This is an optimization exercise on Yosys and OpenROAD, whose aim is a short achievable clock period, not a production implementation. Where RTL was checked, it was by simulation tests only, not by an equivalence proof against the original. Power and IR drop assume default switching activity.

==> flow/design.v <==
`timescale 1 ps / 1 ps
module new_component (
		input  wire [7:0]  	s0_address,     
		input  wire        	s0_read,        
		output reg  [31:0] 	s0_readdata,    
		input  wire        	s0_write,       
		input  wire [31:0] 	s0_writedata,   
		input  wire        	clk,          	 
		input  wire        	reset,			 
		output wire	[7:0]		led				 
	);
	reg [31:0] count;
	reg [31:0] duty;
	reg [31:0] period;
	reg        wrap;	 
	reg        le;		 
	wire [31:0] wd  = s0_writedata;
	wire        wr0 = s0_write && s0_address == 8'h00;
	wire        wr1 = s0_write && s0_address == 8'h01;
	wire        wr2 = s0_write && s0_address == 8'h02;
	function inc_eq;
		input [31:0] a;
		input [31:0] b;
		reg   [32:0] d;
		reg          ok;
		integer      i;
		begin
			d  = {1'b0, a ^ b};
			ok = d[0];
			for (i = 0; i < 32; i = i + 1)
				ok = ok & (~d[i+1] | d[i]) & (~d[i] | (a[i] == d[i+1]));
			inc_eq = ok;
		end
	endfunction
	function ge;
		input [31:0] a;
		input [31:0] b;
		reg   [31:0] g;
		reg   [31:0] e;
		integer      w;
		integer      i;
		begin
			g = a & ~b;
			e = ~(g | (~a & b));
			for (w = 16; w >= 1; w = w / 2)
				for (i = 0; i < w; i = i + 1)
				begin
					g[i] = g[2*i+1] | (e[2*i+1] & g[2*i]);
					e[i] = e[2*i+1] & e[2*i];
				end
			ge = g[0] | e[0];
		end
	endfunction
	wire wd_ge_p  = ge(wd, period);
	wire wd_le_d  = ge(duty, wd);
	wire c_ge_wd  = ge(count, wd);
	wire wd_zero  = wd == 32'd0;
	wire c1_eq_wd = inc_eq(count, wd);
	wire c1_eq_p  = inc_eq(count, period);
	wire p_zero   = period == 32'd0;
	wire c_ne_d   = count != duty;
	always @(posedge clk)
	begin
		case(s0_address)
			8'h00   : s0_readdata <= period;
			8'h01   : s0_readdata <= duty;
			8'h02   : s0_readdata <= count;
			default : s0_readdata <= 0;
		endcase
	end
	always @(posedge clk)
	begin
		if(reset)
		begin
			duty   <= 0;
			period <= 0;
		end
		else
		begin
			if(wr0) period <= wd;
			if(wr1) duty   <= wd;
		end
	end
	always @(posedge clk)
	begin
		if(reset)
		begin
			count <= 0;
			wrap  <= 1'b1;
			le    <= 1'b1;
		end
		else
		begin
			if(wr2)
				count <= wd;
			else if(wrap)
				count <= 0;
			else
				count <= count + 32'd1;
			if(wr2)
				wrap <= wd_ge_p;
			else if(wr0)
				wrap <= wrap ? wd_zero : (c_ge_wd | c1_eq_wd);
			else
				wrap <= wrap ? p_zero : c1_eq_p;
			if(wr2)
				le <= wd_le_d;
			else if(wr1)
				le <= wrap | ~c_ge_wd;
			else
				le <= wrap | (le & c_ne_d);
		end
	end
	assign led = {8{le}};
endmodule
Settings: LEC_CHECK=0, ABC_CLOCK_PERIOD_IN_PS=1000, CAP_MARGIN=20, CORE_MARGIN=2, CORE_UTILIZATION=40, CTS_CLUSTER_DIAMETER=300, CTS_CLUSTER_SIZE=60, SETUP_SLACK_MARGIN=2.2, SLEW_MARGIN=20; clock period 3.2 ns.
run.sh (not shown) runs the stock make flow with config.mk's settings and CLKGATE_MAP_FILE= SYNTH_SCRIPT=/design/flow/synth_recipe.tcl, a recipe that flattens the netlist after the stock synthesis.
The first run ran to the end with no violations.
Then changed:
CTS_CLUSTER_DIAMETER = default   (was 300)
CTS_CLUSTER_SIZE = default   (was 60)
What happened:
- routed wire length stays the same
- sequential power is about the same
- final area does not change
- cell count stays the same
- die area is unchanged
- global-route usage stays the same
- first-iteration DRC count does not change
- worst hold slack stays the same
No run of this note included a check of the RTL's function; only the layout flow was run.

Setup of run A:
Another version of the RTL of new_component (not shown whole).
Size: ~1800 cells after synthesis, about 230 flip-flops, about 0.013 mm2 of cells after synthesis.
## new_component
module new_component (
		input  wire [7:0]  	s0_address,     
		input  wire        	s0_read,        
		output reg  [31:0] 	s0_readdata,    
		input  wire        	s0_write,       
		input  wire [31:0] 	s0_writedata,   
		input  wire        	clk,          	 
		input  wire        	reset,			 
		output wire	[7:0]		led				 
	);
clock: 3.2 ns
lec_check: 0
cap_margin: 20
core_margin: 2
core_utilization: 40
setup_slack_margin: 1.6
slew_margin: 20
tns_end_percent: 0
standard.sh (not shown) runs the stock make flow with config.mk's settings and CLKGATE_MAP_FILE= SYNTH_SCRIPT=/design/flow/synth_recipe.tcl, a recipe that flattens the netlist after the stock synthesis.
==> flow/flow/run.sh <==
#!/bin/bash
# Own flow: the standard layout (standard.sh), with
#  - the synthesis script swapped for flow/my_synth.tcl (standard synthesis, but no adder
#    extraction and a delay-oriented ABC mapping script, flow/abc.script);
#  - ports buffered with buf_4 instead of the smallest buffer, and repair allowed to change a
#    cell's footprint when it resizes.
set -euo pipefail
W=$PWD
export FLOW_SYNTH_TCL=$W/synth_recipe.tcl
export ABC_SCRIPT_OVERRIDE=$W/flow/abc.script
sed "s|SYNTH_SCRIPT=[^ ]*|SYNTH_SCRIPT=$W/flow/my_synth.tcl|" standard.sh > my_standard.sh
grep -q "SYNTH_SCRIPT=$W/flow/my_synth.tcl" my_standard.sh
bash my_standard.sh "BUFFER_PORTS_ARGS=-buffer_cell sky130_fd_sc_hd__buf_4" MATCH_CELL_FOOTPRINT=0 finish > $W/make_finish.log 2>&1
==> flow/flow/abc.script <==
strash
dch
map
buffer -c
topo
stime -c
upsize -c
dnsize -c
==> flow/flow/my_synth.tcl <==
# The standard synthesis (synth_recipe.tcl), with two changes to the mapping of the logic
# between the registers: Yosys's adder extraction is skipped, so ABC sees every gate, and the
# final ABC run uses the script in ABC_SCRIPT_OVERRIDE. Registers are mapped as in the
# standard synthesis.
proc extract_fa {args} { puts "extract_fa skipped" }
proc abc {args} {
  set i [lsearch -exact $args -script]
  if { $i >= 0 } { lset args [expr { $i + 1 }] $::env(ABC_SCRIPT_OVERRIDE) }
  yosys abc {*}$args
}
source $::env(FLOW_SYNTH_TCL)
> inputs changed (run A -> run B)
# run A
export LEC_CHECK = 0
export CAP_MARGIN = 20
export CORE_MARGIN = 2
export CORE_UTILIZATION = 40
export SETUP_SLACK_MARGIN = 1.6
export SLEW_MARGIN = 20
export TNS_END_PERCENT = 0
create_clock -name core_clock -period 3.2 [get_ports {clk}]
# run B
export LEC_CHECK = 0
export CAP_MARGIN = 20
export CORE_MARGIN = 2
export CORE_UTILIZATION = 40
export SETUP_SLACK_MARGIN = 1.6
export SLEW_MARGIN = 20
export TNS_END_PERCENT = 10
create_clock -name core_clock -period 3.2 [get_ports {clk}]
==> flow/flow/abc.script <==
strash
&get -n
&st
&syn2
&if -g -K 6
&synch2
&put
dch
map -r
buffer -c
topo
stime -c
upsize -c
dnsize -c
==> results.txt <==
Compared with run A, in run B non-clock buffer count increased 78; final antenna diode count essentially unchanged; ratio of total power to cell area decreased 110 mW/mm2; number of logic inverters in the finished layout increased 11.
Input-level comparison between run C and run B:
# run B
export LEC_CHECK = 0
export CAP_MARGIN = 20
export CORE_MARGIN = 2
export CORE_UTILIZATION = 40
export SETUP_SLACK_MARGIN = 1.6
export SLEW_MARGIN = 20
export TNS_END_PERCENT = 10
create_clock -name core_clock -period 3.2 [get_ports {clk}]
# run C
export LEC_CHECK = 0
export CAP_MARGIN = 20
export CORE_MARGIN = 2
export CORE_UTILIZATION = 40
export SETUP_SLACK_MARGIN = 1.3
export SLEW_MARGIN = 20
export TNS_END_PERCENT = 10
create_clock -name core_clock -period 3.2 [get_ports {clk}]
==> flow/flow/abc.script <==
strash
dch
map
buffer -c
topo
stime -c
upsize -c
dnsize -c
Findings:
- Die footprint, run B and run C: smaller value in run C
- Summary — clock latency on the worst-skew pair, run C relative to run B: lower, by 30 ps.
- Compared with run B, estimated wirelength of the detail-placed design in run C decreased by more than a quarter.
- Run B has a higher buffers inserted during post-CTS setup optimization than run C.
- Run C: done, clean on timing, DRC and antenna
- The uppermost layer routed comes out met4 in one run and met5 in the other, namely in run C and run B respectively.
Inputs modified between run C and run D:
# run C
export LEC_CHECK = 0
export CAP_MARGIN = 20
export CORE_MARGIN = 2
export CORE_UTILIZATION = 40
export SETUP_SLACK_MARGIN = 1.3
export SLEW_MARGIN = 20
export TNS_END_PERCENT = 10
create_clock -name core_clock -period 3.2 [get_ports {clk}]
# run D
export LEC_CHECK = 0
export CAP_MARGIN = 20
export CORE_MARGIN = 2
export CORE_UTILIZATION = 40
export SETUP_SLACK_MARGIN = 1.9
export SLEW_MARGIN = 20
export TNS_END_PERCENT = 20
create_clock -name core_clock -period 3.2 [get_ports {clk}]
--- outcome ---
| half-perimeter wire length of the detailed placement result | run D vs run C | ≈ equal |
Worst setup slack in run D vs run C: up 77 ps
Compared to run C, the routing of run D uses more wire.
Going from run C to run D, non-clock buffer count has increased; required time reported for the critical path endpoint has increased.
Leakage component of the power (run C / run D): 0.888
For run E, these inputs were changed with respect to run D:
# run D
export LEC_CHECK = 0
export CAP_MARGIN = 20
export CORE_MARGIN = 2
export CORE_UTILIZATION = 40
export SETUP_SLACK_MARGIN = 1.9
export SLEW_MARGIN = 20
export TNS_END_PERCENT = 20
create_clock -name core_clock -period 3.2 [get_ports {clk}]
# run E
export LEC_CHECK = 0
export CAP_MARGIN = 20
export CORE_MARGIN = 2
export CORE_UTILIZATION = 55
export SETUP_SLACK_MARGIN = 1.5
export SLEW_MARGIN = 20
export TNS_END_PERCENT = 5
create_clock -name core_clock -period 3.2 [get_ports {clk}]
[summary]
Run E vs run D, total CTS buffers went down by 2.
Re met2 usage: run D and run E aren't equal, and the higher value belongs to run E.
There was hardly any difference in via count between run D and run E.
The higher standard-cell row count of run D and run E is in run D.
Between run D and run E, the flow reports total design power decreasing by a little under 10%.
The run with more setup slack is run E; run D has less.
Run D -> run E: combinational power share flat
Run E vs. run D: signed area change from the synthesized netlist to the final layout went down by 11 points.
In run E, final-layout clock-cell area share is lower than in run D.
Changes in run F relative to run E:
# run E
export LEC_CHECK = 0
export CAP_MARGIN = 20
export CORE_MARGIN = 2
export CORE_UTILIZATION = 55
export SETUP_SLACK_MARGIN = 1.5
export SLEW_MARGIN = 20
export TNS_END_PERCENT = 5
create_clock -name core_clock -period 3.2 [get_ports {clk}]
# run F
export LEC_CHECK = 0
export CAP_MARGIN = 20
export CORE_MARGIN = 2
export CORE_UTILIZATION = 40
export SETUP_SLACK_MARGIN = 1.6
export SLEW_MARGIN = 20
export TNS_END_PERCENT = 10
create_clock -name core_clock -period 3.2 [get_ports {clk}]
--- a/flow/flow/abc.script
+++ b/flow/flow/abc.script
@@ -2,3 +2,3 @@
 dch
-map
+map -r
 buffer -c
Findings:
Re global-route wire length before repair: run E was lower than run F. Compared with run E, run F shows a higher number of instances in the placed design. Compared with run E, run F shows maximum frequency that has gone down by a few percent. Run F ended up with a higher share of power burned in combinational logic than run E did. Relative to run E, power density of the placed cells has gone down in run F. Lower clock buffer count was reported by run F, not run E. First-iteration DRC count delta (run F − run E): unfavourable. Between run F and run E, the difference in required time of the critical path is negligible. Compared run F vs run E, and total clock network power is up in run F.

[port drivers added, routing unchanged]
No port has a modelled driver above. Below, the same layouts with a new extraction and two added sets of constraints. Step 1, drivers: a clkbuf_16 drives clk and a buf_2 each remaining input, both assumed. Step 2 moves the port delays by t, midway between the first and last clock arrival at a register: inputs arrive t later, outputs are due t later. That takes back most of the time a late clock gives input paths. Slacks: ideal / step 1 / step 2; pairs: ideal / step 1.
| run | t (ns) | slack for setup (ns) | cell pins on the clock port's net |
|---|---|---|---|
| the first run of note 1 | 0.487 | 0.714 / 0.722 / 0.243 | 1 |
| the second run of note 1 | 0.487 | 0.714 / 0.722 / 0.243 | 1 |
| run A | 0.587 | 1.277 / 1.277 / 0.755 | 1 |
| run B | 0.631 | 1.280 / 1.280 / 0.690 | 1 |
| run C | 0.593 | 1.198 / 1.198 / 0.725 | 1 |
| run D | 0.603 | 1.276 / 1.276 / 0.755 | 1 |
| run E | 0.589 | 1.307 / 1.327 / 0.739 | 1 |
| run F | 0.619 | 1.259 / 1.259 / 0.689 | 1 |
After both steps setup and hold are still met in every run listed. The setup slack of run B, which loses most, moves by 0.000 ns with the drivers and by -0.590 ns with both steps.
